Context: an optimization exercise on an open-source flow, tuned for small area. The choices shown serve that exercise and are no tape-out recipe. Where RTL was checked, it was by simulation tests only, not by an equivalence proof against the original. The clock input has no modelled driver; a real chip could not lean on it and would need a root buffer or a full tree. Power and IR drop assume default switching activity.

==> flow/design.v <==
`timescale 1ns / 1ps
module adc_12bit #(
    parameter ADC_BITS = 12,
    parameter V_REF_MV = 2500,
    parameter CONV_CYCLES = 12
)(
    input  wire                    clk,
    input  wire                    rst_n,
    input  wire signed [15:0]      analog_in_mv,
    input  wire                    start_conv,
    output reg  signed [ADC_BITS-1:0] digital_out,
    output reg                        valid_out,
    output reg                        busy
);
    reg [4:0]  cnt;
    reg [9:0]  rem;     
    reg [10:0] quo;     
    wire signed [15:0] v = analog_in_mv;
    wire pos_ovf = (v > 16'sd2500);
    wire neg_ovf = (v < -16'sd2500);
    wire neg     = v[15];
    wire [12:0] wn = v[12:0] + 13'd5000 + {12'd0, neg};
    wire [12:0] w  = (pos_ovf | neg_ovf) ? {10'd937, neg, ~neg, ~neg} : wn;
    wire load    = ~cnt[0] & ~cnt[1] & ~cnt[2];    
    wire quant   = ~cnt[1] &  cnt[2] &  cnt[4];    
    wire last    = ~cnt[0] & ~cnt[2] &  cnt[3];    
    wire late    =  cnt[2] &  cnt[3] &  cnt[4];    
    wire        b  = quo[10] & ~late;
    wire [10:0] t  = {rem, b};
    wire [10:0] d  = t - 11'd625;
    wire        ge = ~d[10];
    always @(posedge clk) begin
        cnt <= busy ? {cnt[3:0], ~(cnt[4] ^ cnt[1])} : 5'd0;
        if (load) begin
            rem <= {3'b000, w[12:6]};
            quo <= {w[5:0], 2'b00, neg, neg, neg};
        end else begin
            rem <= ge ? d[9:0] : t[9:0];
            quo <= {quo[9:0], ge};
        end
    end
    always @(posedge clk or negedge rst_n) begin
        if (!rst_n) begin
            digital_out <= {ADC_BITS{1'b0}};
            valid_out   <= 1'b0;
            busy        <= 1'b0;
        end else begin
            valid_out <= busy & last;
            busy      <= busy ? ~last : start_conv;
            if (busy & quant)
                digital_out <= {quo, ge};
        end
    end
endmodule
Settings: LEC_CHECK=0, CAP_MARGIN=0, CORE_AREA=2 2 60 60, DIE_AREA=0 0 62 62, GPL_TIMING_DRIVEN=0, PLACE_DENSITY=0.85, SLEW_MARGIN=0; clock period 20.0 ns.
standard.sh (not shown) runs the stock make flow with config.mk's settings and CLKGATE_MAP_FILE= SYNTH_SCRIPT=/design/flow/synth_recipe.tcl, a recipe that flattens the netlist after the stock synthesis.
==> flow/flow/run.sh <==
#!/bin/bash
# Own layout flow: the standard ORFS flow with these changes:
#  - synthesis maps the logic with area-oriented ABC scripts (flow/abc_*.abc,
#    and &deepsyn with 28 seeds): each is tried
#    (synthesis only) and the one giving the smallest synthesized area is
#    used for the layout,
#  - port buffers are sky130_fd_sc_hd__buf_1 (one per input/output port, as usual),
#  - synthesis leaves adders to ABC (no ORFS adder cell mapping),
#  - after CTS, the clock tree is replaced by a flat one (flow/clock_tree.tcl):
#    the clock port drives two clkbuf_8 buffers, each driving the flip-flops
#    of one placement cluster; a buffer whose sinks see a slow edge is swapped
#    for the next size up.
set -euo pipefail
W=$(pwd)
F=$W/flow
# synthesis script: the standard flow's, with the ABC override sourced first
awk -v ov="$F/abc_override.tcl" 'NR==1{print; print "source " ov; next} {print}' synth_recipe.tcl > my_synth.tcl
sed "s#$W/synth_recipe.tcl#$W/my_synth.tcl#g" standard.sh > my_standard.sh
export BUFFER_PORTS_ARGS="-buffer_cell sky130_fd_sc_hd__buf_1"
export ADDER_MAP_FILE=
export POST_CTS_TCL=$F/clock_tree.tcl
export NCLK=2
export CLKBUF=sky130_fd_sc_hd__clkbuf_8
export CLK_SLEW_UPSIZE_NS=0.122
export CTS_ARGS="-sink_clustering_enable -repair_clock_nets -dont_use_dummy_load -buf_list sky130_fd_sc_hd__clkbuf_4"

# try each ABC script, synthesis only, each in an ORFS work folder of its own,
# four at a time: flow/abc_*.abc, and &deepsyn with seeds 0..27 (written here)
mkdir -p abc
cp "$F"/abc_*.abc abc/
for sd in $(seq 0 27); do
  printf '&get -n\n&st\n&deepsyn -J 200 -S %s\n&nf -R 1000 -p\n&put\n' "$sd" > "abc/abc_d$sd.abc"
done
names=()
for s in abc/abc_*.abc; do
  n=$(basename "$s" .abc)
  n=${n#abc_}
  names+=("$n")
  sed "s#WORK_HOME=$W/orfs #WORK_HOME=$W/try_$n #" my_standard.sh > "try_$n.sh"
done
printf '%s\n' "${names[@]}" | xargs -P 4 -I{} bash -c 'MY_ABC_SCRIPT="$1/abc/abc_$2.abc" bash "try_$2.sh" synth > "try_$2.log" 2>&1 || true' _ "$W" {}
best=""
best_area=""
for n in "${names[@]}"; do
  f=$(ls "$W"/try_"$n"/reports/*/adc_12bit/base/synth_stat.txt 2>/dev/null | head -1 || true)
  [[ -n "$f" ]] || continue
  a=$(awk '/Chip area/ {print $NF}' "$f" | tail -1)
  echo "$n $a" >> synth_tries.txt
  if [[ -z "$best" ]] || awk -v a="$a" -v b="$best_area" 'BEGIN{exit !(a < b)}'; then
    best=$n
    best_area=$a
  fi
done
echo "chosen: $best $best_area" >> synth_tries.txt
export MY_ABC_SCRIPT=$W/abc/abc_$best.abc
bash my_standard.sh > make_flow.log 2>&1
Other scripts of this flow, unchanged in this note and not shown: flow/flow/abc_a.abc, flow/flow/abc_b.abc, flow/flow/abc_c.abc, flow/flow/abc_override.tcl, flow/flow/clock_tree.tcl
Rerun with:
--- a/flow/design.v
+++ b/flow/design.v
@@ -21,5 +21,5 @@
     wire neg     = v[15];
     wire [12:0] wn = v[12:0] + 13'd5000 + {12'd0, neg};
-    wire [12:0] w  = (pos_ovf | neg_ovf) ? {10'd937, neg, ~neg, ~neg} : wn;
+    wire [12:0] w  = (pos_ovf | neg_ovf) ? {10'd312, neg, ~neg, ~neg} : wn;
     wire load    = ~cnt[0] & ~cnt[1] & ~cnt[2];    
     wire quant   = ~cnt[1] &  cnt[2] &  cnt[4];    
=> Total power goes down by 0.33%; flip-flop and latch count stays the same; routed wire length goes up by 3.1%; setup slack gets better by 0.066 ns; synthesized area stays flat; sequential share of layout area stays flat; hold slack barely changes; clock power hardly moves; via count goes up by 4.4%.
For the second run of this note, only the layout was checked, not whether the RTL still works.

* * *

// adc_12bit: RTL as listed in full above, without the edits since
==> flow/config.mk <==
export PLATFORM = sky130hd
export DESIGN_NAME = adc_12bit
export DESIGN_NICKNAME = adc_12bit
export VERILOG_FILES = /design/flow/design.v
export SDC_FILE = /design/flow/constraint.sdc
export NUM_CORES = 4
export LEC_CHECK = 0
export CAP_MARGIN = 0
export CORE_AREA = 2 2 60 60
export DIE_AREA = 0 0 62 62
export GPL_TIMING_DRIVEN = 0
export PLACE_DENSITY = 0.85
export SLEW_MARGIN = 0
==> flow/constraint.sdc <==
create_clock -name core_clock -period 20.0 [get_ports {clk}]
set_input_delay 4.0000 -clock core_clock [delete_from_list [all_inputs] [get_ports {clk}]]
set_output_delay 4.0000 -clock core_clock [all_outputs]
set_load 0.01 [all_outputs]
==> flow/flow/run.sh <==
#!/bin/bash
# Own layout flow: the standard ORFS flow with these changes:
#  - synthesis maps the logic with area-oriented ABC scripts (flow/abc_*.abc,
#    and &deepsyn with 28 seeds, each mapped two ways): each is tried
#    (synthesis only) and the one giving the smallest synthesized area is
#    used for the layout,
#  - after ABC, each mux2 becomes an a22o with a shared inverted select
#    (flow/mux2_a22o.v), which is smaller,
#  - port buffers are sky130_fd_sc_hd__buf_1 (one per input/output port, as usual),
#  - synthesis leaves adders to ABC (no ORFS adder cell mapping),
#  - after CTS, the clock tree is replaced by a flat one (flow/clock_tree.tcl):
#    the clock port drives two clkbuf_8 buffers, each driving the flip-flops
#    of one placement cluster; a buffer whose sinks see a slow edge is swapped
#    for the next size up.
set -euo pipefail
W=$(pwd)
F=$W/flow
# synthesis script: the standard flow's, with the ABC override sourced first
awk -v ov="$F/abc_override.tcl" 'NR==1{print; print "source " ov; next} {print}' synth_recipe.tcl > my_synth.tcl
sed "s#$W/synth_recipe.tcl#$W/my_synth.tcl#g" standard.sh > my_standard.sh
export BUFFER_PORTS_ARGS="-buffer_cell sky130_fd_sc_hd__buf_1"
export ADDER_MAP_FILE=
export MY_MUX_MAP=$F/mux2_a22o.v
export POST_CTS_TCL=$F/clock_tree.tcl
export NCLK=2
export CLKBUF=sky130_fd_sc_hd__clkbuf_8
export CLK_SLEW_UPSIZE_NS=0.122
export CTS_ARGS="-sink_clustering_enable -repair_clock_nets -dont_use_dummy_load -buf_list sky130_fd_sc_hd__clkbuf_4"

# try each ABC script, synthesis only, each in an ORFS work folder of its own,
# four at a time: flow/abc_*.abc, and &deepsyn with seeds 0..27, mapped with
# and without &dch (written here)
mkdir -p abc
cp "$F"/abc_*.abc abc/
for sd in $(seq 0 27); do
  printf '&get -n\n&st\n&deepsyn -J 200 -S %s\n&nf -R 1000 -p\n&put\n' "$sd" > "abc/abc_d$sd.abc"
  printf '&get -n\n&st\n&deepsyn -J 200 -S %s\n&dch -f\n&nf -R 1000 -p\n&put\n' "$sd" > "abc/abc_e$sd.abc"
done
names=()
for s in abc/abc_*.abc; do
  n=$(basename "$s" .abc)
  n=${n#abc_}
  names+=("$n")
  sed "s#WORK_HOME=$W/orfs #WORK_HOME=$W/try_$n #" my_standard.sh > "try_$n.sh"
done
printf '%s\n' "${names[@]}" | xargs -P 4 -I{} bash -c 'MY_ABC_SCRIPT="$1/abc/abc_$2.abc" bash "try_$2.sh" synth > "try_$2.log" 2>&1 || true' _ "$W" {}
best=""
best_area=""
for n in "${names[@]}"; do
  f=$(ls "$W"/try_"$n"/reports/*/adc_12bit/base/synth_stat.txt 2>/dev/null | head -1 || true)
  [[ -n "$f" ]] || continue
  a=$(awk '/Chip area/ {print $NF}' "$f" | tail -1)
  echo "$n $a" >> synth_tries.txt
  if [[ -z "$best" ]] || awk -v a="$a" -v b="$best_area" 'BEGIN{exit !(a < b)}'; then
    best=$n
    best_area=$a
  fi
done
echo "chosen: $best $best_area" >> synth_tries.txt
export MY_ABC_SCRIPT=$W/abc/abc_$best.abc
bash my_standard.sh > make_flow.log 2>&1
Other scripts of this flow, unchanged in this note and not shown: flow/flow/abc_a.abc, flow/flow/abc_b.abc, flow/flow/abc_c.abc, flow/flow/abc_override.tcl, flow/flow/clock_tree.tcl, flow/flow/mux2_a22o.v
Edit:
--- a/flow/design.v
+++ b/flow/design.v
@@ -20,5 +20,5 @@
     wire neg_ovf = (v < -16'sd2500);
     wire neg     = v[15];
-    wire [12:0] wn = v[12:0] + 13'd5000 + {12'd0, neg};
+    wire [12:0] wn = {neg, v[11:0]} + 13'd5000 + {12'd0, neg};    
     wire [12:0] w  = (pos_ovf | neg_ovf) ? {10'd937, neg, ~neg, ~neg} : wn;
     wire load    = ~cnt[0] & ~cnt[1] & ~cnt[2];    
The changed run went through all stages and came out clean; global-route usage grows by 0.17 points; clock power went down by about 1%; total power decreases by 0.41%; wire length went down by 2.2%; fmax rose by 4.1%; synthesized area is about the same; cell area barely changes; clock skew hardly moves; core utilization fell by 0.11 points; combinational power hardly moves; first-iteration DRC count grows by 76%; cell count goes up by 1.3%; register-to-register slack gets better by 0.02 ns.

==> port drivers added, routing unchanged <==
Ports are ideal in the flow. The routed layouts listed here were re-timed in OpenROAD. Step 1, drivers: a clkbuf_16 drives clk and a buf_2 each remaining input, both assumed. Step 2 moves the port delays by t, midway between the first and last clock arrival at a register: inputs arrive t later, outputs are due t later. That takes back most of the time a late clock gives input paths. Three values: ideal ports, drivers, drivers and shift; two values: the first two.
| run | shift t [ns] | setup slack, ns | hold WS [ns] | worst setup path at the end | clock arrival spread, ns |
|---|---|---|---|---|---|
| the first run of note 1 | 0.197 | 13.968 / 13.974 / 13.777 | 0.447 / 0.447 / 0.447 | input to register | 0.003 / 0.003 |
| the second run of note 1 | 0.197 | 14.034 / 14.042 / 13.845 | 0.447 / 0.447 / 0.447 | input to register | 0.012 / 0.012 |
| the first run of note 2 | 0.194 | 13.888 / 13.900 / 13.706 | 0.453 / 0.453 / 0.453 | input to register | 0.002 / 0.002 |
| the second run of note 2 | 0.189 | 14.131 / 14.139 / 13.950 | 0.449 / 0.449 / 0.449 | input to register | 0.004 / 0.004 |
After both steps every run listed still meets setup and hold. For the first run of note 1, which loses most, drivers alone change the setup slack by +0.006 ns; drivers and shift together by -0.191 ns.
